This design comes from an exercise in tuning for small area on the open sky130 flow, not from production work. The RTL was checked by simulation tests, not by an equivalence proof against the original design.

`design.v`:
```
`timescale 1ns / 1ps
module cordic_vectoring_top #(parameter data_width=16,cordic_steps=16,angle_width=20)(
    input clk,
    input nreset,
    input enable,
    input signed [data_width-1:0] x_vec_in,
    input signed [data_width-1:0] y_vec_in,
    output wire signed [data_width-1:0] x_vec_out,
    output [cordic_steps-1:0] micro_rotation,
    output signed [angle_width-1:0] angle,
    output done
    );
    wire sx0 = x_vec_in[15], sy0 = y_vec_in[15];
    wire [15:0] ux = x_vec_in ^ {16{sx0}};
    wire [15:0] uy = y_vec_in ^ {16{sy0}};
    wire [15:0] ax = ux + {15'd0, sx0};
    wire [15:0] x_1, y_1;
    cv_add_sk #(16) a0x (.a(ax), .b(uy), .ci(sy0), .s(x_1));
    wire [15:0] axm = ax - {15'd0, sy0};
    cv_add_sk #(16) a0y (.a(uy), .b(~axm), .ci(1'b1), .s(y_1));
    wire n_1 = y_1[15];
    wire [14:0] z_1 = y_1[14:0] ^ {15{n_1}};
    wire [1:0] q_1 = {sx0, sx0 ^ sy0};    
    wire v_1 = nreset & enable;
    wire [15:0] m_1 = 16'd1;
    reg [15:0] xr_1; reg [14:0] zr_1; reg nr_1; reg [1:0] qr_1; reg vr_1;
    always @(posedge clk) begin
        xr_1 <= x_1; zr_1 <= z_1; nr_1 <= n_1; qr_1 <= q_1;
        vr_1 <= nreset & v_1;
    end
    wire [15:0] x_2;
    wire signed [15:0] xs_2 = $signed(xr_1) >>> 1;
    wire [15:0] w_2;
    cv_add_bk #(16) ax_2 (.a(xr_1), .b({2'd0, zr_1[14:1]}), .ci(nr_1), .s(x_2));
    cv_add_sk #(16) aw_2 (.a({1'b0, zr_1}), .b(~xs_2), .ci(1'b1), .s(w_2));
    wire n_2 = nr_1 ^ w_2[15];
    wire [14:0] z_2 = w_2[14:0] ^ {15{w_2[15]}};
    wire [15:0] m_2 = 16'd1 | {14'd0, ~nr_1, 1'd0};
    wire [1:0] q_2 = qr_1;
    wire v_2 = vr_1;
    wire [15:0] x_3;
    wire signed [15:0] xs_3 = $signed(x_2) >>> 2;
    wire [15:0] w_3;
    cv_add_bk #(16) ax_3 (.a(x_2), .b({3'd0, z_2[14:2]}), .ci(n_2), .s(x_3));
    cv_add_sk #(16) aw_3 (.a({1'b0, z_2}), .b(~xs_3), .ci(1'b1), .s(w_3));
    wire n_3 = n_2 ^ w_3[15];
    wire [14:0] z_3 = w_3[14:0] ^ {15{w_3[15]}};
    wire [15:0] m_3 = m_2 | {13'd0, ~n_2, 2'd0};
    wire [1:0] q_3 = q_2;
    wire v_3 = v_2;
    wire [15:0] x_4;
    wire signed [15:0] xs_4 = $signed(x_3) >>> 3;
    wire [15:0] w_4;
    cv_add_bk #(16) ax_4 (.a(x_3), .b({4'd0, z_3[14:3]}), .ci(n_3), .s(x_4));
    cv_add_sk #(16) aw_4 (.a({1'b0, z_3}), .b(~xs_4), .ci(1'b1), .s(w_4));
    wire n_4 = n_3 ^ w_4[15];
    wire [14:0] z_4 = w_4[14:0] ^ {15{w_4[15]}};
    wire [15:0] m_4 = m_3 | {12'd0, ~n_3, 3'd0};
    wire [1:0] q_4 = q_3;
    wire v_4 = v_3;
    reg [15:0] xr_4; reg [14:0] zr_4; reg nr_4; reg [1:0] qr_4; reg vr_4;
    reg [3:1] mr_4;
    always @(posedge clk) begin
        xr_4 <= x_4; zr_4 <= z_4; nr_4 <= n_4; qr_4 <= q_4;
        mr_4 <= m_4[3:1];
        vr_4 <= nreset & v_4;
    end
    wire [15:0] x_5;
    wire signed [15:0] xs_5 = $signed(xr_4) >>> 4;
    wire [15:0] w_5;
    cv_add_bk #(16) ax_5 (.a(xr_4), .b({5'd0, zr_4[14:4]}), .ci(nr_4), .s(x_5));
    cv_add_sk #(16) aw_5 (.a({1'b0, zr_4}), .b(~xs_5), .ci(1'b1), .s(w_5));
    wire n_5 = nr_4 ^ w_5[15];
    wire [14:0] z_5 = w_5[14:0] ^ {15{w_5[15]}};
    wire [15:0] m_5 = {12'd0, mr_4, 1'b1} | {11'd0, ~nr_4, 4'd0};
    wire [1:0] q_5 = qr_4;
    wire v_5 = vr_4;
    wire [15:0] x_6;
    wire signed [15:0] xs_6 = $signed(x_5) >>> 5;
    wire [15:0] w_6;
    cv_add_bk #(16) ax_6 (.a(x_5), .b({6'd0, z_5[14:5]}), .ci(n_5), .s(x_6));
    cv_add_sk #(16) aw_6 (.a({1'b0, z_5}), .b(~xs_6), .ci(1'b1), .s(w_6));
    wire n_6 = n_5 ^ w_6[15];
    wire [14:0] z_6 = w_6[14:0] ^ {15{w_6[15]}};
    wire [15:0] m_6 = m_5 | {10'd0, ~n_5, 5'd0};
    wire [1:0] q_6 = q_5;
    wire v_6 = v_5;
    wire [15:0] x_7;
    wire signed [15:0] xs_7 = $signed(x_6) >>> 6;
    wire [15:0] w_7;
    cv_add_bk #(16) ax_7 (.a(x_6), .b({7'd0, z_6[14:6]}), .ci(n_6), .s(x_7));
    cv_add_sk #(16) aw_7 (.a({1'b0, z_6}), .b(~xs_7), .ci(1'b1), .s(w_7));
    wire n_7 = n_6 ^ w_7[15];
    wire [14:0] z_7 = w_7[14:0] ^ {15{w_7[15]}};
    wire [15:0] m_7 = m_6 | {9'd0, ~n_6, 6'd0};
    wire [1:0] q_7 = q_6;
    wire v_7 = v_6;
    reg [15:0] xr_7; reg [14:0] zr_7; reg nr_7; reg [1:0] qr_7; reg vr_7;
    reg [6:1] mr_7;
    always @(posedge clk) begin
        xr_7 <= x_7; zr_7 <= z_7; nr_7 <= n_7; qr_7 <= q_7;
        mr_7 <= m_7[6:1];
        vr_7 <= nreset & v_7;
    end
    wire [15:0] x_8;
    wire signed [15:0] xs_8 = $signed(xr_7) >>> 7;
    wire [15:0] w_8;
    cv_add_bk #(16) ax_8 (.a(xr_7), .b({8'd0, zr_7[14:7]}), .ci(nr_7), .s(x_8));
    cv_add_sk #(16) aw_8 (.a({1'b0, zr_7}), .b(~xs_8), .ci(1'b1), .s(w_8));
    wire n_8 = nr_7 ^ w_8[15];
    wire [14:0] z_8 = w_8[14:0] ^ {15{w_8[15]}};
    wire [15:0] m_8 = {9'd0, mr_7, 1'b1} | {8'd0, ~nr_7, 7'd0};
    wire [1:0] q_8 = qr_7;
    wire v_8 = vr_7;
    wire [15:0] x_9;
    wire signed [15:0] xs_9 = $signed(x_8) >>> 8;
    wire [15:0] w_9;
    cv_add_bk #(16) ax_9 (.a(x_8), .b({9'd0, z_8[14:8]}), .ci(n_8), .s(x_9));
    cv_add_sk #(16) aw_9 (.a({1'b0, z_8}), .b(~xs_9), .ci(1'b1), .s(w_9));
    wire n_9 = n_8 ^ w_9[15];
    wire [14:0] z_9 = w_9[14:0] ^ {15{w_9[15]}};
    wire [15:0] m_9 = m_8 | {7'd0, ~n_8, 8'd0};
    wire [1:0] q_9 = q_8;
    wire v_9 = v_8;
    wire [15:0] x_10;
    wire signed [15:0] xs_10 = $signed(x_9) >>> 9;
    wire [15:0] w_10;
    cv_add_bk #(16) ax_10 (.a(x_9), .b({10'd0, z_9[14:9]}), .ci(n_9), .s(x_10));
    cv_add_sk #(16) aw_10 (.a({1'b0, z_9}), .b(~xs_10), .ci(1'b1), .s(w_10));
    wire n_10 = n_9 ^ w_10[15];
    wire [14:0] z_10 = w_10[14:0] ^ {15{w_10[15]}};
    wire [15:0] m_10 = m_9 | {6'd0, ~n_9, 9'd0};
    wire [1:0] q_10 = q_9;
    wire v_10 = v_9;
    reg [15:0] xr_10; reg [14:0] zr_10; reg nr_10; reg [1:0] qr_10; reg vr_10;
    reg [9:1] mr_10;
    always @(posedge clk) begin
        xr_10 <= x_10; zr_10 <= z_10; nr_10 <= n_10; qr_10 <= q_10;
        mr_10 <= m_10[9:1];
        vr_10 <= nreset & v_10;
    end
    wire [15:0] x_11;
    wire signed [15:0] xs_11 = $signed(xr_10) >>> 10;
    wire [15:0] w_11;
    cv_add_bk #(16) ax_11 (.a(xr_10), .b({11'd0, zr_10[14:10]}), .ci(nr_10), .s(x_11));
    cv_add_sk #(16) aw_11 (.a({1'b0, zr_10}), .b(~xs_11), .ci(1'b1), .s(w_11));
    wire n_11 = nr_10 ^ w_11[15];
    wire [14:0] z_11 = w_11[14:0] ^ {15{w_11[15]}};
    wire [15:0] m_11 = {6'd0, mr_10, 1'b1} | {5'd0, ~nr_10, 10'd0};
    wire [1:0] q_11 = qr_10;
    wire v_11 = vr_10;
    wire [15:0] x_12;
    wire signed [15:0] xs_12 = $signed(x_11) >>> 11;
    wire [15:0] w_12;
    cv_add_bk #(16) ax_12 (.a(x_11), .b({12'd0, z_11[14:11]}), .ci(n_11), .s(x_12));
    cv_add_sk #(16) aw_12 (.a({1'b0, z_11}), .b(~xs_12), .ci(1'b1), .s(w_12));
    wire n_12 = n_11 ^ w_12[15];
    wire [14:0] z_12 = w_12[14:0] ^ {15{w_12[15]}};
    wire [15:0] m_12 = m_11 | {4'd0, ~n_11, 11'd0};
    wire [1:0] q_12 = q_11;
    wire v_12 = v_11;
    wire [15:0] x_13;
    wire signed [15:0] xs_13 = $signed(x_12) >>> 12;
    wire [15:0] w_13;
    cv_add_bk #(16) ax_13 (.a(x_12), .b({13'd0, z_12[14:12]}), .ci(n_12), .s(x_13));
    cv_add_sk #(16) aw_13 (.a({1'b0, z_12}), .b(~xs_13), .ci(1'b1), .s(w_13));
    wire n_13 = n_12 ^ w_13[15];
    wire [14:0] z_13 = w_13[14:0] ^ {15{w_13[15]}};
    wire [15:0] m_13 = m_12 | {3'd0, ~n_12, 12'd0};
    wire [1:0] q_13 = q_12;
    wire v_13 = v_12;
    reg [15:0] xr_13; reg [14:0] zr_13; reg nr_13; reg [1:0] qr_13; reg vr_13;
    reg [12:1] mr_13;
    always @(posedge clk) begin
        xr_13 <= x_13; zr_13 <= z_13; nr_13 <= n_13; qr_13 <= q_13;
        mr_13 <= m_13[12:1];
        vr_13 <= nreset & v_13;
    end
    wire [15:0] x_14;
    wire signed [15:0] xs_14 = $signed(xr_13) >>> 13;
    wire [15:0] w_14;
    cv_add_bk #(16) ax_14 (.a(xr_13), .b({14'd0, zr_13[14:13]}), .ci(nr_13), .s(x_14));
    cv_add_sk #(16) aw_14 (.a({1'b0, zr_13}), .b(~xs_14), .ci(1'b1), .s(w_14));
    wire n_14 = nr_13 ^ w_14[15];
    wire [14:0] z_14 = w_14[14:0] ^ {15{w_14[15]}};
    wire [15:0] m_14 = {3'd0, mr_13, 1'b1} | {2'd0, ~nr_13, 13'd0};
    wire [1:0] q_14 = qr_13;
    wire v_14 = vr_13;
    wire [15:0] x_15;
    wire signed [15:0] xs_15 = $signed(x_14) >>> 14;
    wire [15:0] w_15;
    cv_add_bk #(16) ax_15 (.a(x_14), .b({15'd0, z_14[14:14]}), .ci(n_14), .s(x_15));
    cv_add_sk #(16) aw_15 (.a({1'b0, z_14}), .b(~xs_15), .ci(1'b1), .s(w_15));
    wire n_15 = n_14 ^ w_15[15];
    wire [14:0] z_15 = w_15[14:0] ^ {15{w_15[15]}};
    wire [15:0] m_15 = m_14 | {1'd0, ~n_14, 14'd0};
    wire [1:0] q_15 = q_14;
    wire v_15 = v_14;
    wire [15:0] x_16;
    assign x_16 = x_15 + {15'd0, n_15};
    wire [15:0] m_16 = m_15 | {~n_15, 15'd0};
    wire [1:0] q_16 = q_15;
    wire v_16 = v_15;
    reg [15:0] xr_16, mr_16; reg [1:0] qr_16; reg vr_16;
    always @(posedge clk) begin xr_16 <= x_16; mr_16 <= {m_16[15:14], m_16[13:1] ^ {13{q_16[0]}}, 1'b1}; qr_16 <= q_16; vr_16 <= nreset & v_16; end
    assign micro_rotation = {mr_16[15:14], mr_16[13:1] ^ {13{qr_16[0]}}, 1'b1};
    assign done = vr_16;
    wire mt_s0 = xr_16[0] ^ xr_16[2];
    wire mt_c0 = xr_16[0] & xr_16[2];
    wire mt_s1 = xr_16[1] ^ xr_16[3] ^ ~xr_16[6];
    wire mt_c1 = (xr_16[1] & xr_16[3]) | (xr_16[1] & ~xr_16[6]) | (xr_16[3] & ~xr_16[6]);
    wire mt_s2 = xr_16[2] ^ xr_16[4] ^ ~xr_16[7];
    wire mt_c2 = (xr_16[2] & xr_16[4]) | (xr_16[2] & ~xr_16[7]) | (xr_16[4] & ~xr_16[7]);
    wire mt_s3 = xr_16[3] ^ xr_16[5] ^ ~xr_16[8];
    wire mt_c3 = (xr_16[3] & xr_16[5]) | (xr_16[3] & ~xr_16[8]) | (xr_16[5] & ~xr_16[8]);
    wire mt_s4 = xr_16[4] ^ xr_16[6] ^ ~xr_16[9];
    wire mt_c4 = (xr_16[4] & xr_16[6]) | (xr_16[4] & ~xr_16[9]) | (xr_16[6] & ~xr_16[9]);
    wire mt_s5 = xr_16[5] ^ xr_16[7] ^ ~xr_16[10];
    wire mt_c5 = (xr_16[5] & xr_16[7]) | (xr_16[5] & ~xr_16[10]) | (xr_16[7] & ~xr_16[10]);
    wire mt_s6 = xr_16[6] ^ xr_16[8] ^ ~xr_16[11];
    wire mt_c6 = (xr_16[6] & xr_16[8]) | (xr_16[6] & ~xr_16[11]) | (xr_16[8] & ~xr_16[11]);
    wire mt_s7 = xr_16[7] ^ xr_16[9] ^ ~xr_16[12];
    wire mt_c7 = (xr_16[7] & xr_16[9]) | (xr_16[7] & ~xr_16[12]) | (xr_16[9] & ~xr_16[12]);
    wire mt_s8 = xr_16[8] ^ xr_16[10] ^ ~xr_16[13];
    wire mt_c8 = (xr_16[8] & xr_16[10]) | (xr_16[8] & ~xr_16[13]) | (xr_16[10] & ~xr_16[13]);
    wire mt_s9 = xr_16[9] ^ xr_16[11] ^ ~xr_16[14];
    wire mt_c9 = (xr_16[9] & xr_16[11]) | (xr_16[9] & ~xr_16[14]) | (xr_16[11] & ~xr_16[14]);
    wire mt_s10 = xr_16[10] ^ xr_16[12] ^ ~xr_16[15];
    wire mt_c10 = (xr_16[10] & xr_16[12]) | (xr_16[10] & ~xr_16[15]) | (xr_16[12] & ~xr_16[15]);
    wire mt_s11 = ~xr_16[0] ^ ~xr_16[2];
    wire mt_c11 = ~xr_16[0] & ~xr_16[2];
    wire mt_s12 = ~xr_16[1] ^ ~xr_16[3];
    wire mt_c12 = ~xr_16[1] & ~xr_16[3];
    wire mt_s13 = ~xr_16[2] ^ ~xr_16[4];
    wire mt_c13 = ~xr_16[2] & ~xr_16[4];
    wire mt_s14 = xr_16[0] ^ ~xr_16[3] ^ ~xr_16[5];
    wire mt_c14 = (xr_16[0] & ~xr_16[3]) | (xr_16[0] & ~xr_16[5]) | (~xr_16[3] & ~xr_16[5]);
    wire mt_s15 = xr_16[1] ^ ~xr_16[4] ^ ~xr_16[6];
    wire mt_c15 = (xr_16[1] & ~xr_16[4]) | (xr_16[1] & ~xr_16[6]) | (~xr_16[4] & ~xr_16[6]);
    wire mt_s16 = mt_s0 ^ ~xr_16[5] ^ ~xr_16[7];
    wire mt_c16 = (mt_s0 & ~xr_16[5]) | (mt_s0 & ~xr_16[7]) | (~xr_16[5] & ~xr_16[7]);
    wire mt_s17 = mt_c0 ^ mt_s1 ^ ~xr_16[8];
    wire mt_c17 = (mt_c0 & mt_s1) | (mt_c0 & ~xr_16[8]) | (mt_s1 & ~xr_16[8]);
    wire mt_s18 = mt_c1 ^ mt_s2 ^ ~xr_16[9];
    wire mt_c18 = (mt_c1 & mt_s2) | (mt_c1 & ~xr_16[9]) | (mt_s2 & ~xr_16[9]);
    wire mt_s19 = mt_c2 ^ mt_s3 ^ ~xr_16[10];
    wire mt_c19 = (mt_c2 & mt_s3) | (mt_c2 & ~xr_16[10]) | (mt_s3 & ~xr_16[10]);
    wire mt_s20 = mt_c3 ^ mt_s4 ^ ~xr_16[11];
    wire mt_c20 = (mt_c3 & mt_s4) | (mt_c3 & ~xr_16[11]) | (mt_s4 & ~xr_16[11]);
    wire mt_s21 = mt_c4 ^ mt_s5 ^ ~xr_16[12];
    wire mt_c21 = (mt_c4 & mt_s5) | (mt_c4 & ~xr_16[12]) | (mt_s5 & ~xr_16[12]);
    wire mt_s22 = mt_c5 ^ mt_s6 ^ ~xr_16[13];
    wire mt_c22 = (mt_c5 & mt_s6) | (mt_c5 & ~xr_16[13]) | (mt_s6 & ~xr_16[13]);
    wire mt_s23 = mt_c6 ^ mt_s7 ^ ~xr_16[14];
    wire mt_c23 = (mt_c6 & mt_s7) | (mt_c6 & ~xr_16[14]) | (mt_s7 & ~xr_16[14]);
    wire mt_s24 = mt_c7 ^ mt_s8 ^ ~xr_16[15];
    wire mt_c24 = (mt_c7 & mt_s8) | (mt_c7 & ~xr_16[15]) | (mt_s8 & ~xr_16[15]);
    wire mt_s25 = mt_c8 ^ mt_s9 ^ 1'b1;
    wire mt_c25 = (mt_c8 & mt_s9) | (mt_c8 & 1'b1) | (mt_s9 & 1'b1);
    wire mt_s26 = mt_c9 ^ mt_s10 ^ 1'b1;
    wire mt_c26 = (mt_c9 & mt_s10) | (mt_c9 & 1'b1) | (mt_s10 & 1'b1);
    wire mt_s27 = mt_c10 ^ xr_16[11] ^ xr_16[13];
    wire mt_c27 = (mt_c10 & xr_16[11]) | (mt_c10 & xr_16[13]) | (xr_16[11] & xr_16[13]);
    wire mt_s28 = xr_16[12] ^ xr_16[14] ^ 1'b1;
    wire mt_c28 = (xr_16[12] & xr_16[14]) | (xr_16[12] & 1'b1) | (xr_16[14] & 1'b1);
    wire mt_s29 = xr_16[13] ^ xr_16[15] ^ 1'b1;
    wire mt_c29 = (xr_16[13] & xr_16[15]) | (xr_16[13] & 1'b1) | (xr_16[15] & 1'b1);
    wire mt_s30 = xr_16[14] ^ 1'b1;
    wire mt_c30 = xr_16[14] & 1'b1;
    wire mt_s31 = xr_16[15] ^ 1'b1;
    wire mt_c31 = xr_16[15] & 1'b1;
    wire [23:0] mp_a = {mt_c31, mt_c30, mt_c29, mt_c28, mt_c27, mt_c26, mt_c25, mt_c24, mt_c23, mt_c22, mt_c21, mt_c20, mt_c19, mt_c18, mt_c17, mt_c16, mt_c15, mt_c14, mt_c13, mt_c12, mt_c11, mt_s11, ~xr_16[1], ~xr_16[0]};
    wire [23:0] mp_b = {1'b1, mt_s31, mt_s30, mt_s29, mt_s28, mt_s27, mt_s26, mt_s25, mt_s24, mt_s23, mt_s22, mt_s21, mt_s20, mt_s19, mt_s18, mt_s17, mt_s16, mt_s15, mt_s14, mt_s13, mt_s12, 1'b1, 1'b0, 1'b1};
    wire [23:0] mp_r;
    cv_add_ks #(24) mp_add (.a(mp_a), .b(mp_b), .ci(1'b0), .s(mp_r));
    assign x_vec_out = mp_r[23:8];
    wire neg = qr_16[0];
    wire [13:1] mq = mr_16[13:1];
    reg [19:0] kq;
    always @* case (qr_16) 2'd0: kq = 20'hff8ff; 2'd1: kq = 20'hfb8ff; 2'd2: kq = 20'hf78ff; default: kq = 20'h038ff; endcase
    wire at_s32 = mq[2] ^ mq[3] ^ mq[4];
    wire at_c32 = (mq[2] & mq[3]) | (mq[2] & mq[4]) | (mq[3] & mq[4]);
    wire at_s33 = mq[2] ^ mq[4];
    wire at_c33 = mq[2] & mq[4];
    wire at_s34 = at_s32 ^ mq[5] ^ mq[7];
    wire at_c34 = (at_s32 & mq[5]) | (at_s32 & mq[7]) | (mq[5] & mq[7]);
    wire at_s35 = at_c32 ^ at_s33 ^ mq[6];
    wire at_c35 = (at_c32 & at_s33) | (at_c32 & mq[6]) | (at_s33 & mq[6]);
    wire at_s36 = mq[10] ^ mq[12];
    wire at_c36 = mq[10] & mq[12];
    wire at_s37 = at_c33 ^ mq[1] ^ mq[5];
    wire at_c37 = (at_c33 & mq[1]) | (at_c33 & mq[5]) | (mq[1] & mq[5]);
    wire at_s38 = mq[9] ^ mq[11] ^ 1'b1;
    wire at_c38 = (mq[9] & mq[11]) | (mq[9] & 1'b1) | (mq[11] & 1'b1);
    wire at_s39 = mq[2] ^ mq[4] ^ mq[8];
    wire at_c39 = (mq[2] & mq[4]) | (mq[2] & mq[8]) | (mq[4] & mq[8]);
    wire at_s40 = mq[10] ^ 1'b1;
    wire at_c40 = mq[10] & 1'b1;
    wire at_s41 = mq[2] ^ mq[3] ^ mq[7];
    wire at_c41 = (mq[2] & mq[3]) | (mq[2] & mq[7]) | (mq[3] & mq[7]);
    wire at_s42 = mq[9] ^ 1'b1;
    wire at_c42 = mq[9] & 1'b1;
    wire at_s43 = mq[1] ^ mq[2] ^ mq[6];
    wire at_c43 = (mq[1] & mq[2]) | (mq[1] & mq[6]) | (mq[2] & mq[6]);
    wire at_s44 = mq[8] ^ 1'b1;
    wire at_c44 = mq[8] & 1'b1;
    wire at_s45 = mq[1] ^ mq[2] ^ mq[5];
    wire at_c45 = (mq[1] & mq[2]) | (mq[1] & mq[5]) | (mq[2] & mq[5]);
    wire at_s46 = mq[7] ^ 1'b1;
    wire at_c46 = mq[7] & 1'b1;
    wire at_s47 = mq[1] ^ mq[2] ^ mq[4];
    wire at_c47 = (mq[1] & mq[2]) | (mq[1] & mq[4]) | (mq[2] & mq[4]);
    wire at_s48 = at_s34 ^ mq[11];
    wire at_c48 = at_s34 & mq[11];
    wire at_s49 = at_c34 ^ at_s35 ^ at_s36;
    wire at_c49 = (at_c34 & at_s35) | (at_c34 & at_s36) | (at_s35 & at_s36);
    wire at_s50 = at_c35 ^ at_c36 ^ at_s37;
    wire at_c50 = (at_c35 & at_c36) | (at_c35 & at_s37) | (at_c36 & at_s37);
    wire at_s51 = at_c37 ^ at_c38 ^ at_s39;
    wire at_c51 = (at_c37 & at_c38) | (at_c37 & at_s39) | (at_c38 & at_s39);
    wire at_s52 = at_c39 ^ at_c40 ^ at_s41;
    wire at_c52 = (at_c39 & at_c40) | (at_c39 & at_s41) | (at_c40 & at_s41);
    wire at_s53 = at_c41 ^ at_c42 ^ at_s43;
    wire at_c53 = (at_c41 & at_c42) | (at_c41 & at_s43) | (at_c42 & at_s43);
    wire at_s54 = at_c43 ^ at_c44 ^ at_s45;
    wire at_c54 = (at_c43 & at_c44) | (at_c43 & at_s45) | (at_c44 & at_s45);
    wire at_s55 = at_c45 ^ at_c46 ^ at_s47;
    wire at_c55 = (at_c45 & at_c46) | (at_c45 & at_s47) | (at_c46 & at_s47);
    wire at_s56 = at_c47 ^ mq[2] ^ mq[3];
    wire at_c56 = (at_c47 & mq[2]) | (at_c47 & mq[3]) | (mq[2] & mq[3]);
    wire at_s57 = at_s48 ^ mq[13];
    wire at_c57 = at_s48 & mq[13];
    wire at_s58 = at_c48 ^ at_s49 ^ 1'b1;
    wire at_c58 = (at_c48 & at_s49) | (at_c48 & 1'b1) | (at_s49 & 1'b1);
    wire at_s59 = at_c49 ^ at_s50 ^ at_s38;
    wire at_c59 = (at_c49 & at_s50) | (at_c49 & at_s38) | (at_s50 & at_s38);
    wire at_s60 = at_c50 ^ at_s51 ^ at_s40;
    wire at_c60 = (at_c50 & at_s51) | (at_c50 & at_s40) | (at_s51 & at_s40);
    wire at_s61 = at_c51 ^ at_s52 ^ at_s42;
    wire at_c61 = (at_c51 & at_s52) | (at_c51 & at_s42) | (at_s52 & at_s42);
    wire at_s62 = at_c52 ^ at_s53 ^ at_s44;
    wire at_c62 = (at_c52 & at_s53) | (at_c52 & at_s44) | (at_s53 & at_s44);
    wire at_s63 = at_c53 ^ at_s54 ^ at_s46;
    wire at_c63 = (at_c53 & at_s54) | (at_c53 & at_s46) | (at_s54 & at_s46);
    wire at_s64 = at_c54 ^ at_s55 ^ mq[6];
    wire at_c64 = (at_c54 & at_s55) | (at_c54 & mq[6]) | (at_s55 & mq[6]);
    wire at_s65 = at_c55 ^ at_s56 ^ mq[5];
    wire at_c65 = (at_c55 & at_s56) | (at_c55 & mq[5]) | (at_s56 & mq[5]);
    wire at_s66 = at_c56 ^ mq[1] ^ mq[4];
    wire at_c66 = (at_c56 & mq[1]) | (at_c56 & mq[4]) | (mq[1] & mq[4]);
    wire at_s67 = mq[3] ^ 1'b1;
    wire at_c67 = mq[3] & 1'b1;
    wire at_s68 = mq[2] ^ 1'b1;
    wire at_c68 = mq[2] & 1'b1;
    wire at_s69 = mq[1] ^ 1'b1;
    wire at_c69 = mq[1] & 1'b1;
    wire [19:0] ap_a = {kq[19], kq[18], kq[17], kq[16], kq[15], at_c69, at_c68, at_c67, at_c66, at_c65, at_c64, at_c63, at_c62, at_c61, at_c60, at_c59, at_c58, at_c57, at_s57, 1'b1};
    wire [19:0] ap_b = {1'b0, 1'b0, 1'b0, 1'b0, 1'b0, kq[14], at_s69, at_s68, at_s67, at_s66, at_s65, at_s64, at_s63, at_s62, at_s61, at_s60, at_s59, at_s58, 1'b1, 1'b0};
    wire [19:0] ap_r;
    cv_add_ks #(20) ap_add (.a(ap_a), .b(ap_b), .ci(1'b0), .s(ap_r));
    assign angle = ap_r;
endmodule
module cv_add_bk #(parameter W=16) (input [W-1:0] a, input [W-1:0] b, input ci, output [W-1:0] s);
    reg [W-1:0] p, g, pp, gg;
    integer i, j;
    always @* begin
        p = a ^ b;
        g = a & b;
        gg = g; pp = p;
        gg[0] = g[0] | (p[0] & ci);
        for (i = 1; (1 << i) <= W; i = i + 1)
            for (j = (1 << i) - 1; j < W; j = j + (1 << i)) begin
                gg[j] = gg[j] | pp[j] & gg[j - (1 << (i-1))];
                pp[j] = pp[j] & pp[j - (1 << (i-1))];
            end
        for (i = 5; i > 0; i = i - 1)
            for (j = (1 << i) + (1 << (i-1)) - 1; j < W; j = j + (1 << i)) begin
                gg[j] = gg[j] | pp[j] & gg[j - (1 << (i-1))];
                pp[j] = pp[j] & pp[j - (1 << (i-1))];
            end
    end
    assign s = p ^ {gg[W-2:0], ci};
endmodule
module cv_add_ks #(parameter W=16) (input [W-1:0] a, input [W-1:0] b, input ci, output [W-1:0] s);
    reg [W-1:0] p, g, pp, gg;
    integer i, j;
    always @* begin
        p = a ^ b;
        g = a & b;
        gg = g; pp = p;
        gg[0] = g[0] | (p[0] & ci);
        for (i = 0; (1 << i) < W; i = i + 1)
            for (j = W - 1; j >= (1 << i); j = j - 1) begin
                gg[j] = gg[j] | pp[j] & gg[j - (1 << i)];
                pp[j] = pp[j] & pp[j - (1 << i)];
            end
    end
    assign s = p ^ {gg[W-2:0], ci};
endmodule
module cv_add_sk #(parameter W=16) (input [W-1:0] a, input [W-1:0] b, input ci, output [W-1:0] s);
    reg [W-1:0] p, g, pp, gg;
    integer i, j;
    always @* begin
        p = a ^ b;
        g = a & b;
        gg = g; pp = p;
        gg[0] = g[0] | (p[0] & ci);
        for (i = 0; (1 << i) < W; i = i + 1)
            for (j = 0; j < W; j = j + 1)
                if (j & (1 << i)) begin
                    gg[j] = gg[j] | pp[j] & gg[((j >> i) << i) - 1];
                    pp[j] = pp[j] & pp[((j >> i) << i) - 1];
                end
    end
    assign s = p ^ {gg[W-2:0], ci};
endmodule
```
`run.sh`:
```
#!/bin/bash
# synth_recipe.tcl (not shown) runs the flow's synth.tcl, then flattens the netlist and writes it again
# the make line also repeats each setting of config.mk as NAME=value (left out here)
make -C /OpenROAD-flow-scripts/flow DESIGN_CONFIG=/design/flow/config.mk WORK_HOME=/design/flow/orfs CLKGATE_MAP_FILE= SYNTH_SCRIPT=/design/flow/synth_recipe.tcl finish
```
`config.mk`:
```
export PLATFORM = sky130hd
export DESIGN_NAME = cordic_vectoring_top
export DESIGN_NICKNAME = cordic_vectoring_top
export VERILOG_FILES = /design/flow/design.v
export SDC_FILE = /design/flow/constraint.sdc
export NUM_CORES = 4
export LEC_CHECK = 0
export ABC_AREA = 1
export CAP_MARGIN = 20
export CORE_MARGIN = 2
export CORE_UTILIZATION = 50
export PLACE_DENSITY = 0.65
export SLEW_MARGIN = 20
```
`constraint.sdc`:
```
create_clock -name core_clock -period 7.0 [get_ports {clk}]
set_input_delay 1.4000 -clock core_clock [delete_from_list [all_inputs] [get_ports {clk}]]
set_output_delay 1.4000 -clock core_clock [all_outputs]
set_load 0.01 [all_outputs]
```
==> qor.txt, run 1 <==
RSZ-0062 raised after global routing - true
Crit-path cells - fa_1 -> fa_1 -> inv_1 -> fa_1 -> fa_1 -> inv_1 -> ha_1 -> nand3_1 -> nand3_1 -> a21oi_1 -> o21bai_1 -> nand3_1 -> o21ai_2 -> nand3_1 -> nand2_1 -> nand2_1 -> a21oi_2 -> xor2_1 -> clkdlybuf4s50_1
Most common cell after layout, fill and taps aside - inv_1
Register bit count reported by yosys - 239
Commonest cells after routing, fill and taps aside - inv_1 (574), nand2_1 (483), ha_1 (396), xor2_1 (366), dfxtp_1 (230)
Worst hold path class - flop to flop
Fill count - 4480
First-pass DRT Iterations - 5
CTS tree - done
Antenna violations before repair - 0
CP top delay family - adder cells
Synthesis-to-layout area growth - 17.3%
Top FF cell, synth - dfxtp_1
Largest net degree at the start of global routing - 19
Vias in the first global route - 20.2k
Crit share post-route - 95.6%
First-pass GRT wire length - 92600 um
WP data arrival - 5.29 ns
I/O Buffers - 85
Final-report setup violation count - 0
Placed cells - 3953
Core area - 51200 um2
H-tree levels - 1
DRT antenna net count - 0
FF/Latch Area - 4800 um2
Gr ovfl total - 0
# DRC - 0
Post-DP HPWL - 47800 um
Worst path slowest cell - clkdlybuf4s50_1
Synth Instances - 3104
CP Max Fanout - 6
Relative slew slack - 35.4%
Num rows - 83
Yosys warns - 5
Latest clock arrival within the worst-skew pair - 0.57 ns
Share of layout cells above drive strength 1 - 12.5%
Outcome - finished clean
GP Congestion - 0.888
Slew Viols, Final - 0
Setup TNS - 0 ns
Initial Util - 50.5%
Final Hold Viols - 0
Initial DRC count - 683
Non-filler cells, final - 4042
Avg Inst Size Synth - 8.33 um2
Clk sinks - 239
Endpoint class of the critical path - output port
Total GRT Usage - 20.8%
Die W - 231 um
Clk buf depth - 3
Fin Clk Skew - 0.0243 ns
Total number of vias - 20.0k
Final #Nets - 3959
Ys async rst share - 0%
Area of the multi-input gates - 19500 um2
Die Height - 231 um
Sequential element share of the synthesized area - 18.5%
CTS hold repair buffers - 0
Antenna diodes - 0
Max Freq - 0.149 GHz
Clock-pin slew on the worst setup and hold paths - 0.06 ns
Post-synthesis cell area - 25900 um2
Max cap viols - 0
Drt total wl - 56600 um
Critical Path Start Type - flop
Number of buffer and inverter stages on the critical path - 3
Worst path required time - 5.60 ns
Post-layout min period - 6.69 ns
Root Buffer - clkbuf_16
Unique masters post-synth - 58
Least-Margin Pin Slew - 0.967 ns
Post-layout util - 59.2%
Die area - 53600 um2
Number of synthesized flops with an enable pin - 0
Num CTS Buffers - 28
Via/cell ratio - 4.96
WL/cell - 14.0 um
Max stage delay on crit path - 0.55 ns
Critical path class - flop to output port
IO Count - 88
[worst reg2reg max path, delay by kind of cell (launching register included)]
| kind | cells | cell delay (ns) |
|---|---|---|
| compound gates | 11 | 1.77 |
| xor+xnor | 1 | 0.13 |
| fa+ha+maj | 7 | 2.14 |
| buf+inv | 6 | 0.49 |
| flops | 1 | 0.36 |
| simple gates | 17 | 1.60 |
[registers in the layout, summed over array words and instances (netlist names), 12 cells and up]
| name | flops |
|---|---|
| xr_13 | 16 |
| xr_1 | 16 |
| zr_10 | 15 |
| mr_16 | 15 |
| zr_4 | 15 |
| xr_10 | 16 |
| xr_4 | 16 |
| xr_7 | 16 |
| xr_16 | 16 |
| zr_7 | 15 |
| zr_13 | 15 |
| zr_1 | 15 |
| mr_13 | 12 |
[layer usage]
| layer | share of wire [%] | global-route usage (%) | vias to the layer above |
|---|---|---|---|
| met5 | 0 | 0 | - |
| met4 | 2.4 | 5.93 | 0 |
| met3 | 3.2 | 1.97 | 93 |
| met2 | 51 | 38.9 | 263 |
| met1 | 43 | 25.2 | 9460 |
| li1 | - | - | 10200 |
[layout make-up]
class | instances | area share (%)
Timing Repair Buffer | 228 | 6.58
Clock buffer | 33 | 2.47
Inverter | 584 | 7.24
Sequential cell | 239 | 15.8
Multi-Input combinational cell | 2260 | 64.4
Tap cell | 680 | 2.81
Clock inverter | 18 | 0.672
[stage by stage]
step / hold WS, ns / setup WS (ns) / area [um2]
detailed placement: 0.312 / -0.342 / 28200
CTS: 0.303 / 0.00207 / 29400
floorplan: 0.310 / 0.0148 / 25900
global placement: 0.310 / -0.157 / 28200
finish: 0.310 / 0.309 / 30300
global route: 0.311 / -0.0913 / 30300
[synthesized netlist by cell type (9+ instances only)]
master	count	area [um2]
inv_1	580	2180
nand2_1	524	1970
ha_1	406	5080
xor2_1	380	3330
dfxtp_1	239	4780
fa_1	177	3540
a21oi_1	156	781
xnor2_1	147	1290
nand3_1	126	631
nor2_1	99	372
o21ai_0	43	215
a21o_1	29	218
o21bai_1	21	158
or2_2	21	131
nand4_1	16	100
nor3_1	15	75.1
a211oi_1	13	97.6
a31oi_1	12	75.1
nand2_2	11	68.8
nor4_1	9	56.3
[kinds of logic (layout without fill, tap and decap cells)]
family	count (synthesis)	count (layout)	synth area share [%]
buffers and inverters	607	863	9.10
AOI/OAI and AO/OA	294	294	6.63
DFF	239	239	18.5
xor gates and xnor gates	536	536	18.5
and+or+nand+nor	842	843	13.9
other	1	2	0.0145
muxes	2	2	0.0774
adders and majority gates	583	583	33.3
[worst paths after layout]
| check | from | endpoint | slack [ns] | cells after the start |
|---|---|---|---|---|
| max | mr_16[4] | angle[15] | 0.31 | 19 |
| min | mr_10[5] | mr_13[5] | 0.31 | 0 |
| max reg2reg | nr_4 | xr_7[15] | 0.36 | 42 |
| min reg2reg | mr_10[5] | mr_13[5] | 0.31 | 0 |
[repair_timing]
item                       CTS  global route
cloned                       0             2
pin swaps                    2            69
setup endpoints to repair   72           112
gates resized for setup     30           178
buffers inserted             2            34
==> inputs of run 2 (changes only) <==
--- a/config.mk
+++ b/config.mk
@@ -9,5 +9,7 @@
 export CAP_MARGIN = 20
 export CORE_MARGIN = 2
 export CORE_UTILIZATION = 50
+export CTS_CLUSTER_DIAMETER = 80
+export CTS_CLUSTER_SIZE = 50
 export PLACE_DENSITY = 0.65
 export SLEW_MARGIN = 20
==> run 2 against run 1 <==
Still clean on timing, DRC and antenna. Final cell count decreased by 0.67%. Global-route usage decreased by 0.31 points. Sequential cell count unchanged. Via count decreased by 0.92%. Critical path type unchanged.
==> qor.txt, run 2 <==
# DRC - 0 (unchanged)
Post-synthesis cell area - 25900 um2 (unchanged)
CTS tree - done
Max Freq - 0.149 GHz (-0.36%)
Endpoint class of the critical path - output port
Worst path required time - 5.60 ns (about the same)
First-pass GRT wire length - 91200 um (-1.5%)
Setup WS post-layout - 0.285 ns (-0.0242 ns)
Antenna diodes - 0 (unchanged)
Clock-pin slew on the worst setup and hold paths - 0.09 ns (+0.03 ns)
Detailed route wirelength on metal3 - 1430 um (-21%)
Crit share post-route - 95.9% (+0.35 points)
Post-DP HPWL - 47800 um (unchanged)
Commonest cells after routing, fill and taps aside - inv_1 (574), nand2_1 (484), ha_1 (397), xor2_1 (368), dfxtp_1 (229)
Relative slew slack - 34.3% (-1.2 points)
GP Congestion - 0.888 (unchanged)
FF/Latch Area - 4800 um2 (about the same)
Outcome - finished clean
Setup crit end - angle[15]
Num CTS Buffers - 16 (-43%)
Num rows - 83 (unchanged)
Register bit count reported by yosys - 239 (unchanged)
Least-Margin Pin Slew - 0.985 ns (+0.0177 ns)
Vias in the first global route - 20.0k (-1.3%)
WL/cell - 13.9 um (-0.93%)
Synthesis-to-layout area growth - 15.6%
Via/cell ratio - 4.95 (-0.26%)
Crit. Startpoint - mr_16[4]
Ys async rst share - 0% (unchanged)
Gr ovfl total - 0 (unchanged)
Die area - 53600 um2 (unchanged)
Drt total wl - 55700 um (-1.6%)
Critical Path Start Type - flop
Total number of vias - 19.9k (-0.92%)
First-pass DRT Iterations - 5 (unchanged)
Synth top cells by count - inv_1 (580), nand2_1 (524), ha_1 (406)
Max cap viols - 0 (unchanged)
Number of synthesized flops with an enable pin - 0 (unchanged)
Crit-path cells - fa_1 -> fa_1 -> inv_1 -> fa_1 -> fa_1 -> inv_1 -> ha_1 -> nand3_1 -> nand3_1 -> a21oi_1 -> o21bai_1 -> nand3_1 -> o21ai_1 -> nand3_1 -> nand2_1 -> nand2_1 -> a21oi_2 -> xor2_1 -> clkdlybuf4s50_1
Largest cells by area after synthesis - ha_1 (20%), dfxtp_1 (19%), fa_1 (14%)
Initial DRC count - 698 (+2.2%)
Die W - 231 um (unchanged)
Root Buffer - clkbuf_16
R2R Path End - zr_7[1]
CTS hold repair buffers - 0 (unchanged)
Hold WS - 0.310 ns (-0.000531 ns)
Slew Viols, Final - 0 (unchanged)
Met2 Wirelength - 28400 um (-1.7%)
Most common cell after layout, fill and taps aside - inv_1
Final Hold Viols - 0 (unchanged)
Antenna violations before repair - 0 (unchanged)
WP data arrival - 5.31 ns (+0.02 ns)
Largest area contributor in the netlist - ha_1
Hold path cells - 0 (unchanged)
Post-layout min period - 6.71 ns (+0.0242 ns)
Yosys warns - 5 (unchanged)
Latest clock arrival within the worst-skew pair - 0.52 ns (-0.05 ns)
Met1 WL - 24500 um (about the same)
Sequential element share of the synthesized area - 18.5% (unchanged)
Unique masters post-synth - 58 (unchanged)
Area of the multi-input gates - 19500 um2 (-0.21%)
Final #Nets - 3944 (-0.38%)
Total GRT Usage - 20.5% (-0.31 points)
Dpl ws - -0.342 ns (unchanged)
IO Count - 88 (unchanged)
Share of layout cells above drive strength 1 - 11.6% (-0.89 points)
Synth top area share - 19.6% (unchanged)
Final-report setup violation count - 0 (unchanged)
Critical path class - flop to output port
FF-to-FF Start - nr_4
Die Height - 231 um (unchanged)
Fill count - 4554 (+1.7%)
CP Max Fanout - 6 (unchanged)
Worst hold path class - flop to flop
H-tree levels - 1 (unchanged)
Worst reg-to-reg setup slack - 0.38 ns (+0.02 ns)
I/O Buffers - 85 (unchanged)
Clk buf depth - 3 (unchanged)
Core area - 51200 um2 (unchanged)
Largest net degree at the start of global routing - 27 (+8)
Worst path slowest cell - clkdlybuf4s50_1
Clk sinks - 239 (unchanged)
Path depth of the worst reg2reg path - 42 (unchanged)
DRT antenna net count - 0 (unchanged)
Top Layer Used - met4
Top FF cell, synth - dfxtp_1
Initial Util - 50.5% (unchanged)
Max stage delay on crit path - 0.55 ns (about the same)
Fin Clk Skew - 0.0197 ns (-0.00462 ns)
Avg Inst Size Synth - 8.33 um2 (unchanged)
Synth Instances - 3104 (unchanged)
Most frequent cell after synthesis - inv_1
-- run 2: final cells by class --
type	instances	area share, %
well taps	680	2.85
repair buffers	225	6.59
clock inverters	9	0.452
clock buffers	18	1.47
inverters	584	7.34
multi-input cells	2260	65.2
flip-flops and latches	239	16.1
-- run 2: worst min-delay path by stage --
stage,startpoint,endpoint,slack [ns]
finish,qr_1[1],qr_4[1],0.31
global route,qr_1[1],qr_4[1],0.31
CTS,qr_1[1],qr_4[1],0.31
detailed placement,mr_10[7],mr_13[7],0.31
global placement,mr_7[1],mr_10[1],0.31
floorplan,mr_7[1],mr_10[1],0.31
-- run 2: metrics by stage --
stage | TNS (ns) | std cells | instance area, um2 | util (%)
floorplan | 0 | 3105 | 25900 | -
global placement | -0.855 | 3953 | 28200 | 55.2
detailed placement | -8.92 | 3953 | 28200 | 55.2
CTS | 0 | 3982 | 28900 | 56.5
global route | -1.99 | 4015 | 29900 | 58.4
finish | 0 | 4015 | 29900 | 58.4
-- run 2: worst max-delay path: cells and delay by family, from the launching register on --
family                     cells  cell delay (ns)
adders and majority gates      5             2.25
DFF                            1             0.40
AOI/OAI and AO/OA              4             0.72
and+or+nand+nor                6             0.62
buffers and inverters          3             0.65
xor gates and xnor gates       1             0.17
-- run 2: cells by family after synthesis --
family / after synthesis / synth area share, %
AND/OR/NAND/NOR: 842 / 13.9
buffers and inverters: 607 / 9.10
adder cells (fa/ha/maj): 583 / 33.3
XOR/XNOR: 536 / 18.5
AO/OA/AOI/OAI: 294 / 6.63
flip-flops: 239 / 18.5
multiplexers: 2 / 0.0774
other: 1 / 0.0145
-- run 2: what timing repair did --
action                                  CTS  global route
pin swaps                                 2            60
setup buffers                             2            31
gates cloned                              0             2
endpoints found under the setup margin   70           113
resized for setup                        24           176
-- run 2: per-layer routing --
| metal | track usage [%] | vias up |
|---|---|---|
| li1 | - | 10200 |
| met1 | 25.1 | 9380 |
| met2 | 38.3 | 232 |
| met3 | 1.83 | 76 |
| met4 | 5.52 | 0 |
| met5 | 0 | - |
==> inputs of run 3 (changes only) <==
--- a/config.mk
+++ b/config.mk
@@ -10,6 +10,6 @@
 export CORE_MARGIN = 2
 export CORE_UTILIZATION = 50
 export CTS_CLUSTER_DIAMETER = 80
-export CTS_CLUSTER_SIZE = 50
+export CTS_CLUSTER_SIZE = 40
 export PLACE_DENSITY = 0.65
 export SLEW_MARGIN = 20
==> run 3 against run 2 <==
Still clean on timing, DRC and antenna. Sequential cell count unchanged. Register-to-register slack about the same. Clock-buffer cell count unchanged. Routed wire length is the same. Worst hold slack is the same. Synthesized cell count did not move. Final cell count unchanged. Fmax did not move. Largest cell class unchanged. Highest routed layer unchanged.
==> qor.txt, run 3 <==
Post-DP HPWL - 47800 um (unchanged)
Setup crit end - angle[15]
First-pass DRT Iterations - 5 (unchanged)
Final-report setup violation count - 0 (unchanged)
Yosys warns - 5 (unchanged)
Vias in the first global route - 20.0k (unchanged)
Commonest cells after routing, fill and taps aside - inv_1 (574), nand2_1 (484), ha_1 (397), xor2_1 (368), dfxtp_1 (229)
Worst hold path class - flop to flop
Worst path required time - 5.60 ns (about the same)
Most frequent cell after synthesis - inv_1
Synth top area share - 19.6% (unchanged)
Path depth of the worst reg2reg path - 42 (unchanged)
Post-layout min period - 6.71 ns (unchanged)
Largest net degree at the start of global routing - 27 (unchanged)
Antenna violations before repair - 0 (unchanged)
Gr ovfl total - 0 (unchanged)
Crit share post-route - 95.9% (unchanged)
Clock-pin slew on the worst setup and hold paths - 0.09 ns (about the same)
DRT antenna net count - 0 (unchanged)
Ys async rst share - 0% (unchanged)
Max Freq - 0.149 GHz (unchanged)
Drt total wl - 55700 um (unchanged)
GP Congestion - 0.888 (unchanged)
First-pass GRT wire length - 91200 um (unchanged)
Most common cell after layout, fill and taps aside - inv_1
WP data arrival - 5.31 ns (about the same)
Largest cells by area after synthesis - ha_1 (20%), dfxtp_1 (19%), fa_1 (14%)
Die Height - 231 um (unchanged)
Initial DRC count - 698 (unchanged)
Largest area contributor in the netlist - ha_1
Final #Nets - 3944 (unchanged)
FF-to-FF Start - nr_4
Avg Inst Size Synth - 8.33 um2 (unchanged)
Die area - 53600 um2 (unchanged)
Share of layout cells above drive strength 1 - 11.6% (unchanged)
Relative slew slack - 34.3% (unchanged)
Crit. Startpoint - mr_16[4]
CTS hold repair buffers - 0 (unchanged)
Total GRT Usage - 20.5% (unchanged)
Endpoint class of the critical path - output port
H-tree levels - 1 (unchanged)
Worst reg-to-reg setup slack - 0.38 ns (about the same)
Die W - 231 um (unchanged)
WL/cell - 13.9 um (unchanged)
Synth Instances - 3104 (unchanged)
Dpl cell area - 28200 um2 (unchanged)
Unique masters post-synth - 58 (unchanged)
Outcome - finished clean
Sequential element share of the synthesized area - 18.5% (unchanged)
Post-synthesis cell area - 25900 um2 (unchanged)
Core area - 51200 um2 (unchanged)
CP Max Fanout - 6 (unchanged)
Max cap viols - 0 (unchanged)
Antenna diodes - 0 (unchanged)
Fin Clk Skew - 0.0197 ns (unchanged)
Critical Path Start Type - flop
Clk sinks - 239 (unchanged)
I/O Buffers - 85 (unchanged)
Synthesis-to-layout area growth - 15.6% (unchanged)
Least-Margin Pin Slew - 0.985 ns (unchanged)
Num rows - 83 (unchanged)
Num CTS Buffers - 16 (unchanged)
R2R Path End - zr_7[1]
IO Count - 88 (unchanged)
Final Hold Viols - 0 (unchanged)
Top FF cell, synth - dfxtp_1
Initial Util - 50.5% (unchanged)
CTS tree - done
Post-Layout Inst Area - 29900 um2 (unchanged)
Clk buf depth - 3 (unchanged)
# DRC - 0 (unchanged)
Root Buffer - clkbuf_16
Number of synthesized flops with an enable pin - 0 (unchanged)
Latest clock arrival within the worst-skew pair - 0.52 ns (about the same)
Setup WS post-layout - 0.285 ns (unchanged)
Register bit count reported by yosys - 239 (unchanged)
Synth top cells by count - inv_1 (580), nand2_1 (524), ha_1 (406)
Slew Viols, Final - 0 (unchanged)
Critical path class - flop to output port
Total number of vias - 19.9k (unchanged)
Dpl ws - -0.342 ns (unchanged)
Via/cell ratio - 4.95 (unchanged)
## run 3: worst max-delay path, cell delays in order, from the launching register on
cell and delay [ns]:
dfxtp_2 0.40, fa_1 0.45, fa_1 0.49, inv_1 0.06, fa_1 0.43, fa_1 0.54
inv_1 0.04, ha_1 0.34, nand3_1 0.10, nand3_1 0.11, a21oi_1 0.09, o21bai_1 0.20
nand3_1 0.13, o21ai_1 0.24, nand3_1 0.11, nand2_1 0.10, nand2_1 0.07, a21oi_2 0.19
xor2_1 0.17, clkdlybuf4s50_1 0.55
## run 3: cell families (layout without fill, tap and decap cells)
logic type | count (synthesis) | count (layout) | share of synthesized area, %
and+or+nand+nor | 842 | 843 | 13.9
other | 1 | 2 | 0.0145
adders and majority gates | 583 | 583 | 33.3
xor gates and xnor gates | 536 | 536 | 18.5
buffers and inverters | 607 | 836 | 9.10
AOI/OAI and AO/OA | 294 | 294 | 6.63
DFF | 239 | 239 | 18.5
muxes | 2 | 2 | 0.0774
## run 3: timing repair
| action | in CTS | in global routing |
|---|---|---|
| resized for setup | 24 | 176 |
| setup endpoints to repair | 70 | 113 |
| setup buffers | 2 | 31 |
| gates cloned | 0 | 2 |
| pin swaps | 2 | 60 |
## run 3: through the flow
step | hold slack [ns] | util [%] | instances | setup TNS [ns]
3_5_place_dp | 0.312 | 55.2 | 3953 | -8.92
2_1_floorplan | 0.310 | - | 3105 | 0
5_1_grt | 0.308 | 58.4 | 4015 | -1.99
6_report | 0.310 | 58.4 | 4015 | 0
4_1_cts | 0.307 | 56.5 | 3982 | 0
3_3_place_gp | 0.310 | 55.2 | 3953 | -0.855
## run 3: worst min path at each step
stage          slack [ns]      from  cells after the start        to
5_1_grt              0.31   qr_1[1]                      0   qr_4[1]
2_1_floorplan        0.31   mr_7[1]                      0  mr_10[1]
4_1_cts              0.31   qr_1[1]                      0   qr_4[1]
3_5_place_dp         0.31  mr_10[7]                      0  mr_13[7]
3_3_place_gp         0.31   mr_7[1]                      0  mr_10[1]
6_report             0.31   qr_1[1]                      0   qr_4[1]
## run 3: cell type report
type / instances / area [um2]
Clock buffer: 18 / 439
Multi-Input combinational cell: 2260 / 19500
Tap cell: 680 / 851
Clock inverter: 9 / 135
Timing Repair Buffer: 225 / 1970
Inverter: 584 / 2190
Sequential cell: 239 / 4800
Fill cell: 4554 / 21300
## run 3: per-layer routing
metal | GRT usage (%) | routed length, um | up-vias
met2 | 38.3 | 28400 | 232
met4 | 5.52 | 1360 | 0
met3 | 1.83 | 1430 | 76
met1 | 25.1 | 24500 | 9380
met5 | 0 | 0 | -
li1 | - | - | 10200
==> inputs of run 4 (changes only) <==
==> flow/run.sh (new file) <==
#!/bin/bash
# The standard layout, with the port buffers made of the smallest buffer cell
# instead of the default clkdlybuf4s50_1. Every port still gets its buffer.
cp standard.sh standard_copy.sh.txt 2>/dev/null
export BUFFER_PORTS_ARGS="-buffer_cell sky130_fd_sc_hd__buf_1"
bash standard.sh > standard.log 2>&1
==> standard.sh (new file) <==
#!/bin/bash
# synth_recipe.tcl (not shown) runs the flow's synth.tcl, then flattens the netlist and writes it again
# the make line also repeats each setting of config.mk as NAME=value (left out here)
make -C /OpenROAD-flow-scripts/flow DESIGN_CONFIG=/design/flow/config.mk WORK_HOME=/design/flow/orfs CLKGATE_MAP_FILE= SYNTH_SCRIPT=/design/flow/synth_recipe.tcl "${@:-finish}"
removed: run.sh
==> run 4 against run 3 <==
Still clean. Non-clock buffer count is 21 lower. Sequential cell count stayed put. Die area stayed put. Synthesized cell count stayed put. First-iteration DRC count is 1.4% lower. Critical endpoint is now xr_10[15]. Largest cell class unchanged.
==> qor.txt, run 4 <==
Final Hold Viols - 0 (unchanged)
WP data arrival - 7.11 ns (+1.80 ns)
Top FF cell, synth - dfxtp_1
Register bit count reported by yosys - 239 (unchanged)
Synth top area share - 19.6% (unchanged)
DRT antenna net count - 0 (unchanged)
Number of synthesized flops with an enable pin - 0 (unchanged)
First-pass GRT wire length - 92000 um (+0.89%)
Slew Viols, Final - 0 (unchanged)
Post-layout min period - 6.70 ns (-0.0134 ns)
Share of layout cells above drive strength 1 - 10.9% (-0.69 points)
Worst path slowest cell - fa_1
Final #Nets - 3923 (-0.53%)
IO Count - 88 (unchanged)
Synthesis-to-layout area growth - 13.3%
First-pass DRT Iterations - 5 (unchanged)
# DRC - 0 (unchanged)
Relative slew slack - 33.2% (-1.0 points)
RSZ-0062 raised after global routing - true
Clk sinks - 239 (unchanged)
H-tree levels - 1 (unchanged)
Hold path cells - 0 (unchanged)
Outcome - finished clean
Die area - 53600 um2 (unchanged)
Avg Inst Size Synth - 8.33 um2 (unchanged)
Worst reg-to-reg setup slack - 0.30 ns (-0.08 ns)
Dpl cell area - 27500 um2 (-2.5%)
Most common cell after layout, fill and taps aside - inv_1
Post-synthesis cell area - 25900 um2 (unchanged)
Largest net degree at the start of global routing - 32 (+19%)
Critical Path Start Type - flop
Hold WS - 0.302 ns (-0.00727 ns)
Worst path required time - 7.41 ns (+1.81 ns)
Latest clock arrival within the worst-skew pair - 0.55 ns (+0.03 ns)
Non-filler cells, final - 3997 (-0.45%)
Initial Util - 50.5% (unchanged)
Total number of vias - 19.6k (-1.1%)
Drt total wl - 55800 um (+0.17%)
Num CTS Buffers - 17 (+1)
Dpl ws - -0.332 ns (+0.00986 ns)
Sequential element share of the synthesized area - 18.5% (unchanged)
Fin Clk Skew - 0.0449 ns (+0.0253 ns)
Min-Delay Endpoint - mr_10[4]
Most frequent cell after synthesis - inv_1
Unique masters post-synth - 58 (unchanged)
Initial DRC count - 688 (-1.4%)
Synth top cells by count - inv_1 (580), nand2_1 (524), ha_1 (406)
Hold Startpoint - mr_7[4]
Final-report setup violation count - 0 (unchanged)
Max stage delay on crit path - 0.42 ns (-0.13 ns)
CP Max Fanout - 7 (+1)
Via/cell ratio - 4.91 (-0.64%)
Path depth of the worst reg2reg path - 44 (+4.8%)
GP Congestion - 0.890 (+0.15%)
WL/cell - 14.0 um (+0.62%)
FF-to-FF Start - zr_7[0]
Die Height - 231 um (unchanged)
CTS tree - done
Endpoint class of the critical path - flop
Fill count - 4569 (+0.33%)
I/O Buffers - 85 (unchanged)
Max cap viols - 0 (unchanged)
Post-DP HPWL - 47800 um (-0.12%)
Least-Margin Pin Slew - 1.00 ns (+0.0154 ns)
Gr ovfl total - 0 (unchanged)
Antenna violations before repair - 0 (unchanged)
Core area - 51200 um2 (unchanged)
Synth Instances - 3104 (unchanged)
Crit share post-route - 95.7% (-0.19 points)
Die W - 231 um (unchanged)
Vias in the first global route - 19.8k (-0.83%)
Commonest cells after routing, fill and taps aside - inv_1 (569), nand2_1 (493), ha_1 (389), xor2_1 (368), dfxtp_1 (233)
Worst hold path class - flop to flop
Max Freq - 0.149 GHz (+0.20%)
Largest area contributor in the netlist - ha_1
Root Buffer - clkbuf_16
Clock-pin slew on the worst setup and hold paths - 0.11 ns (+0.02 ns)
Total GRT Usage - 20.8% (+0.23 points)
Placed cells - 3930 (-0.58%)
Largest cells by area after synthesis - ha_1 (20%), dfxtp_1 (19%), fa_1 (14%)
Yosys warns - 5 (unchanged)
Ys async rst share - 0% (unchanged)
R2R Path End - xr_10[15]
Critical path class - flop to flop
Clk buf depth - 3 (unchanged)
Num rows - 83 (unchanged)
Setup WS post-layout - 0.299 ns (+0.0134 ns)
Post-Layout Inst Area - 29300 um2 (-2.0%)
## run 4: cell counts after synthesis
No cell type changed its count.
## run 4: what timing repair did
| item | 4_1_cts | 5_1_grt |
|---|---|---|
| setup endpoints to repair | 65 | 108 |
| resized for setup | 22 | 170 |
| gates cloned | 0 | 2 |
| buffers inserted | 0 | 34 |
| pin swaps | 1 | 61 |
| hold buffers | 0 | 0 |
## run 4: how the worst max path moves through the flow
stage	cells after the start	start	slack, ns	to
finish	44	zr_7[0]	0.30	xr_10[15]
global route	44	nr_1	-0.07	xr_4[15]
CTS	48	zr_7[0]	0.003	zr_10[12]
detailed placement	47	zr_7[0]	-0.33	xr_10[15]
global placement	41	nr_7	-0.1	xr_10[15]
floorplan	49	xr_10[10]	0.01	zr_13[8]
## run 4: per-stage QoR
step                TNS (ns)  utilization, %
detailed placement     -7.82            53.8
CTS                        0            55.3
finish                     0            57.2
global route           -1.69            57.2
floorplan                  0               -
global placement       -1.20            53.8
## run 4: cell families (layout without fill, tap and decap cells)
group	Yosys count	in the layout	synth area share, %
multiplexers	2	2	0.0774
other	1	3	0.0145
AO/OA/AOI/OAI	294	294	6.63
buffers and inverters	607	818	9.10
AND/OR/NAND/NOR	842	842	13.9
XOR/XNOR	536	536	18.5
adder cells (fa/ha/maj)	583	583	33.3
flip-flops	239	239	18.5
## run 4: cell type report
type	count	area, um2	area share [%]
multi-input combinational	2259	19500	66.5
sequential	239	4790	16.4
inverter	584	2200	7.50
timing repair buffer	204	1280	4.38
tap	680	851	2.90
clock buffer	17	425	1.45
clock inverter	13	250	0.854
antenna	1	2.50	0.00854
## run 4: worst max-delay path: cells and delay by family (launching register included)
kind	cells	cell delay, ns
fa+ha+maj	7	2.29
simple gates	19	1.55
compound gates	6	0.90
xor+xnor	4	0.78
buf+inv	8	0.69
flops	1	0.35
## run 4: per-layer routing
layer  up-vias  share of wire, %  GRT usage, %
li1      10100                 -             -
met1      9167                44          25.3
met2       262                50          38.6
met3        84               2.7          1.96
met4         0               2.8          5.83
met5         -                 0             0
==> inputs of run 5 (changes only) <==
==> flow/run.sh (replaced) <==
#!/bin/bash
# The standard layout, with the port buffers made of the smallest buffer cell
# instead of the default clkdlybuf4s50_1. Every port still gets its buffer.
export BUFFER_PORTS_ARGS="-buffer_cell sky130_fd_sc_hd__buf_1"
bash standard.sh > standard.log 2>&1
--- a/config.mk
+++ b/config.mk
@@ -12,4 +12,5 @@
 export CTS_CLUSTER_DIAMETER = 80
 export CTS_CLUSTER_SIZE = 40
 export PLACE_DENSITY = 0.65
+export SETUP_SLACK_MARGIN = -0.1
 export SLEW_MARGIN = 20
==> run 5 against run 4 <==
Non-clock buffer count rose by 7. Setup slack got worse by 0.050 ns. Die area did not move. Register-to-register slack got worse by 0.05 ns. Fmax fell by 0.75%. Sequential cell count did not move. Routed wire length barely moved. Critical path depth fell by 1. Critical path type unchanged. Still clean on timing, DRC and antenna.
==> qor.txt, run 5 <==
Unique masters post-synth - 58 (unchanged)
H-tree levels - 1 (unchanged)
Placed cells - 3935 (+0.13%)
Yosys warns - 5 (unchanged)
Total number of vias - 19.7k (+0.52%)
Post-layout util - 57.0% (-0.22 points)
First-pass GRT wire length - 92100 um (about the same)
Largest cells by area after synthesis - ha_1 (20%), dfxtp_1 (19%), fa_1 (14%)
Slew Viols, Final - 0 (unchanged)
Register bit count reported by yosys - 239 (unchanged)
Least-Margin Pin Slew - 0.978 ns (-0.0224 ns)
Total GRT Usage - 20.7% (-0.10 points)
Initial Util - 50.5% (unchanged)
Die Height - 231 um (unchanged)
CTS hold repair buffers - 0 (unchanged)
Final Hold Viols - 0 (unchanged)
Clk sinks - 239 (unchanged)
Post-synthesis cell area - 25900 um2 (unchanged)
Main combinational cell family by area after synthesis - adder cells
Dpl ws - -0.285 ns (+0.0464 ns)
Max Freq - 0.148 GHz (-0.75%)
Post-Layout Inst Area - 29200 um2 (-0.38%)
Mux contribution to synthesized area - 0.0774% (unchanged)
Worst hold path class - flop to flop
Ys async rst share - 0% (unchanged)
Clock-pin slew on the worst setup and hold paths - 0.11 ns (about the same)
Largest area contributor in the netlist - ha_1
GP Congestion - 0.916 (+3.0%)
Synth Area in Simple Gates - 13.9% (unchanged)
Critical path class - flop to flop
Non-filler cells, final - 4001 (+0.10%)
# DRC - 0 (unchanged)
Synth Instances - 3104 (unchanged)
CP Max Fanout - 13 (+6)
Post-DP HPWL - 48000 um (+0.54%)
WL/cell - 14.0 um (about the same)
Via/cell ratio - 4.93 (+0.42%)
Antenna violations before repair - 0 (unchanged)
Synth top cells by count - inv_1 (580), nand2_1 (524), ha_1 (406)
Synthesis-to-layout area growth - 12.9%
Clk buf depth - 3 (unchanged)
Avg Inst Size Synth - 8.33 um2 (unchanged)
Root Buffer - clkbuf_16
Max stage delay on crit path - 0.49 ns (+0.07 ns)
WP data arrival - 7.17 ns (+0.06 ns)
CTS tree - done
Setup TNS - 0 ns (unchanged)
Critical Path Start Type - flop
Endpoint class of the critical path - flop
Num rows - 83 (unchanged)
Num CTS Buffers - 16 (-1)
Relative slew slack - 34.7% (+1.5 points)
Die W - 231 um (unchanged)
Drt total wl - 55800 um (about the same)
Crit share post-route - 96.5% (+0.72 points)
Outcome - finished clean
Number of synthesized flops with an enable pin - 0 (unchanged)
Largest net degree at the start of global routing - 35 (+9.4%)
DRT antenna net count - 0 (unchanged)
Compound-Gate Fraction of Synth Area - 6.63% (unchanged)
Sequential element share of the synthesized area - 18.5% (unchanged)
IO Count - 88 (unchanged)
Setup WS post-layout - 0.248 ns (-0.0505 ns)
Die area - 53600 um2 (unchanged)
Commonest cells after routing, fill and taps aside - inv_1 (574), nand2_1 (493), ha_1 (397), xor2_1 (373), dfxtp_1 (234)
Fin Clk Skew - 0.0402 ns (-0.00476 ns)
Core area - 51200 um2 (unchanged)
Share of layout cells above drive strength 1 - 10.3% (-0.68 points)
Worst path required time - 7.42 ns (about the same)
Adder-cell share of the synthesized area - 33.3% (unchanged)
Worst path slowest cell - fa_2
Final-report setup violation count - 0 (unchanged)
Final #Nets - 3929 (+0.15%)
Gr ovfl total - 0 (unchanged)
Most frequent cell after synthesis - inv_1
Antenna diodes - 0 (-1)
XOR/XNOR share of the synthesized area - 18.5% (unchanged)
Most common cell after layout, fill and taps aside - inv_1
Max cap viols - 0 (unchanged)
Dpl cell area - 27600 um2 (+0.23%)
Hold WS - 0.322 ns (+0.0197 ns)
First-pass DRT Iterations - 5 (unchanged)
Top FF cell, synth - dfxtp_1
Initial DRC count - 636 (-7.6%)
Synth top area share - 19.6% (unchanged)
Vias in the first global route - 20.0k (+0.94%)
Latest clock arrival within the worst-skew pair - 0.54 ns (about the same)
Most used cell, CP - nand2_1
I/O Buffers - 85 (unchanged)
Post-layout min period - 6.75 ns (+0.0505 ns)
run 5: what timing repair did:
item                                    CTS  global route
endpoints found under the setup margin   31           104
gates resized for setup                   5           155
pin swaps                                 0            58
cloned                                    0             2
buffers inserted                          0            36
run 5: cell families after synthesis:
| family | Yosys count |
|---|---|
| AOI/OAI and AO/OA | 294 |
| xor gates and xnor gates | 536 |
| adders and majority gates | 583 |
| buffers and inverters | 607 |
| DFF | 239 |
| muxes | 2 |
| other | 1 |
| and+or+nand+nor | 842 |
run 5: final cells by class:
| cell class | count | area (um2) |
|---|---|---|
| inverters | 584 | 2190 |
| repair buffers | 211 | 1370 |
| flip-flops and latches | 239 | 4790 |
| clock inverters | 11 | 181 |
| multi-input cells | 2259 | 19400 |
| well taps | 680 | 851 |
| fillers | 4628 | 22000 |
| clock buffers | 17 | 425 |
run 5: final timing paths:
path | from | to | slack [ns] | cells after the start
worst min-delay path | mr_10[4] | mr_13[4] | 0.32 | 0
worst max-delay path | nr_1 | zr_4[12] | 0.25 | 43
worst max register to register | nr_1 | zr_4[12] | 0.25 | 43
worst min register to register | mr_10[4] | mr_13[4] | 0.32 | 0
run 5: critical path: cells and delay by family, from the launching register on:
family | cells | cell delay (ns)
simple gates | 21 | 1.93
fa+ha+maj | 6 | 1.93
compound gates | 7 | 1.41
buf+inv | 7 | 0.65
xor+xnor | 2 | 0.38
flops | 1 | 0.35
run 5: layer usage:
metal | part of all wire [%] | wire length, um | track usage, %
met1 | 44 | 24700 | 25.7
met2 | 52 | 28800 | 38.7
met3 | 2.2 | 1250 | 1.62
met4 | 1.9 | 1060 | 4.42
met5 | 0 | 0 | 0

static timing again, ports no longer ideal:
How much do the figures lean on ideal ports? The routed layouts below were timed once more, with nothing changed but the port constraints. Step 1 assumes that a clkbuf_16 drives the clock port and a buf_2 every other input. Step 2 moves the port delays by t, midway between the first and last clock arrival at a register: inputs arrive t later, outputs are due t later. That takes back most of the time a late clock gives input paths. a / b / c = no drivers / after step 1 / after step 2; a / b = the first two.
run	shift t [ns]	setup slack, ns	worst hold slack (ns)	slew at the worst register clock pin (ns)	worst slew at a driven data input, ns
run 1	0.609	0.309 / 0.254 / 0.359	0.310 / 0.310 / 0.310	0.06 / 0.06	0.05
run 2	0.566	0.285 / 0.229 / 0.379	0.310 / 0.310 / 0.310	0.10 / 0.10	0.05
run 3	0.566	0.285 / 0.229 / 0.379	0.310 / 0.310 / 0.310	0.10 / 0.10	0.05
run 4	0.585	0.299 / 0.299 / 0.299	0.302 / 0.302 / 0.302	0.11 / 0.11	0.04
run 5	0.571	0.248 / 0.194 / 0.248	0.322 / 0.322 / 0.322	0.12 / 0.12	0.05
After both steps every run listed still meets setup and hold.
